What follows belongs to an exercise in optimizing a design on an open flow for a short achievable clock period and few clock cycles; a production flow would make more cautious choices. The RTL was checked by simulation tests, not by an equivalence proof against the original design. No activity file was given, so power comes from the tool's default toggle rates.

Design cpu, start of the top module:
module cpu
(
input clk,
input reset,
output [15:0] o_pc_addr,
output o_pc_rd,
input [15:0] i_pc_rddata,
input [15:0] i_ldst_rddata,
output [15:0] o_ldst_wrdata,
output [15:0] o_ldst_addr,
output o_ldst_rd,
output o_ldst_wr,
output [127:0] o_tb_regs
);
localparam int NB = 8;    
logic [7:0][15:0] rf;
logic [14:0] fa;          
logic [14:0] ras;         
logic        d_valid;
logic [14:0] d_pc, d_pc2;    
logic        d_pt;           
logic [14:0] d_ptgt;         
logic        x_valid;
logic        x_wait;      
logic        x_wa, x_wb;  
logic [15:0] x_a, x_b;    
logic        x_sub;
logic [14:0] x_tgt;       
logic [14:0] x_pc, x_pc2;
logic        x_pt;
logic [14:0] x_ptgt;
logic        x_mov;       
logic        x_mvhi, x_flags, x_ld, x_st, x_ldrd, x_stw;
logic        x_br, x_breg, x_jz, x_jn, x_jmp, x_call, x_ret;
logic        x_wr;
logic [2:0]  x_rd;
logic        w_wr, w_ld;
logic [2:0]  w_rd;
logic [15:0] w_res;
logic        f_n, f_z;
logic [NB-1:0]       b_v, b_ret;
logic [NB-1:0][14:0] b_tag, b_tgt;
logic [2:0]          b_ptr;     
logic        u_v, u_ret;
logic [14:0] u_pc, u_tgt;
logic [15:0] x_sum;
logic        x_z;
logic        x_go, x_take, x_mis;
logic [14:0] x_target, x_redir;
alu alu0 (.i_cin(x_sub), .i_op_a(x_a), .i_op_b(x_b), .o_sum(x_sum), .o_z(x_z));
assign x_go     = x_valid && !x_wait;
assign x_take   = x_br && (x_jmp || (x_jz && f_z) || (x_jn && f_n));
assign x_target = x_breg ? x_a[15:1] : x_tgt;
assign x_mis    = x_go && (x_take ? (!x_pt || (x_breg && x_a[15:1] != x_ptgt)) : x_pt);
assign x_redir  = x_take ? x_target : x_pc2;
assign o_ldst_addr   = x_b;
assign o_ldst_wrdata = x_a;
assign o_ldst_rd     = x_ldrd;
assign o_ldst_wr     = x_stw;
logic [15:0] w_val;
assign w_val = w_ld ? i_ldst_rddata : w_res;
regfile rf0 (.clk(clk), .reset(reset), .i_write(w_wr), .i_addrw(w_rd),
             .i_data_in(w_val), .o_regs(rf));
assign o_tb_regs = rf;
assign o_pc_addr = {fa, 1'b0};
assign o_pc_rd   = 1'b1;
logic          b_hit;
logic [14:0]   b_pred;
always_comb begin
  b_hit = 1'b0;
  b_pred = 15'd0;
  for (int k = 0; k < NB; k++) begin
  ...
clock: 5.5 ns
lec_check: 0
cap_margin: 20
core_margin: 2
core_utilization: 40
place_density: 0.6
setup_slack_margin: 2.5
slew_margin: 20
run.sh (not shown) runs the stock make flow with config.mk's settings and CLKGATE_MAP_FILE= SYNTH_SCRIPT=/design/flow/synth_recipe.tcl, a recipe that flattens the netlist after the stock synthesis.
The starting point completed without violations.
Testbench counts at the start, summed over its fixed seeds: cycles 115,878.
Next try:
--- a/flow/design.v
+++ b/flow/design.v
@@ -117,13 +117,19 @@
 assign im = ir[4];
 assign rx = ir[7:5];
 assign ry = ir[10:8];
 assign d_mvhi = (op == 4'd6);
 assign d_call = (op == 4'd12);
 assign d_sub  = (op == 4'd2) || (op == 4'd3);
-assign tgt_imm = d_pc2 + {{4{ir[15]}}, ir[15:5]};
+logic [11:0] tgt_lo;
+logic [3:0]  pc_hi_p, pc_hi_m;
+assign tgt_lo  = {1'b0, d_pc2[10:0]} + {1'b0, ir[15:5]};
+assign pc_hi_p = d_pc2[14:11] + 4'd1;
+assign pc_hi_m = d_pc2[14:11] - 4'd1;
+assign tgt_imm = {(tgt_lo[11] == ir[15]) ? d_pc2[14:11] : (tgt_lo[11] ? pc_hi_p : pc_hi_m),
+                  tgt_lo[10:0]};
 logic        xf_alu, xf_call;
 logic        hxa, hxb, hca, hcb, hwa, hwb;
 logic [15:0] ra, rb;           
 logic [15:0] ma, sa;           
 logic [15:0] cb;               
 logic        kb;               
@@ -165,21 +171,19 @@
 assign d_stall = d_live && (ld_a || ld_b);
 assign d_redir = d_live && !d_pt && im &&
                  ((op == 4'd8) || d_call || (((op == 4'd9) || (op == 4'd10)) && ir[15]));
 assign d_rj    = d_live && !d_pt && !im && ((op == 4'd8) || d_call) && !ld_a &&
                  !(xf_alu && !x_mov && x_rd == rx);
 logic [14:0] fa_next;
-logic [14:0] fa_early;
-always_comb begin
-  if (x_mis) fa_early = x_redir;
-  else if (d_stall) fa_early = fa;
-  else if (b_hit) fa_early = b_pred;
-  else fa_early = fa + 15'd1;
-  if (d_redir) fa_next = tgt_imm;
+always_comb begin
+  if (x_mis) fa_next = x_redir;
+  else if (d_stall) fa_next = fa;
+  else if (d_redir) fa_next = tgt_imm;
   else if (d_rj) fa_next = va_fast[15:1];
-  else fa_next = fa_early;
+  else if (b_hit) fa_next = b_pred;
+  else fa_next = fa + 15'd1;
 end
 logic [NB-1:0] u_hit;    
 always_comb begin
   for (int k = 0; k < NB; k++) u_hit[k] = b_v[k] && (b_tag[k] == u_pc);
 end
 always_ff @ (posedge clk, posedge reset) begin
Result:
- hold slack stays flat
- maximum frequency went down by a few percent
- clock skew fell by 0.0036 ns
- total power goes down slightly
- count of clock-buffer cells in the layout went up by 4
- cell count rose slightly
- design area drops slightly
Testbench counts after the change, summed over its fixed seeds: cycles 115,878.

[port drivers added, routing unchanged]
The flow's constraints put no driver on any port. The routed layouts listed below were extracted and timed again, unchanged, in two steps.
Step 1 assumes that a clkbuf_16 drives the clock port and a buf_2 every other input.
Step 2 adds t to the input delays and takes it off the output delays; t is the mean of the earliest and latest rising clock arrival at the registers after step 1. Input paths then give back, and output paths get back, about the clock's delay inside the block.
a / b / c = no drivers / after step 1 / after step 2; a / b = the first two.
run	shift t [ns]	setup slack, ns	worst register clock-pin slew, ns	worst slew at a driven data input, ns
the first run	0.704	2.385 / 2.388 / 1.700	0.07 / 0.07	0.13
the second run	0.688	2.230 / 2.240 / 1.572	0.07 / 0.07	0.07
After both steps setup and hold are still met in every run listed. For the first run, which loses most, drivers alone change the setup slack by +0.003 ns; drivers and shift together by -0.685 ns.
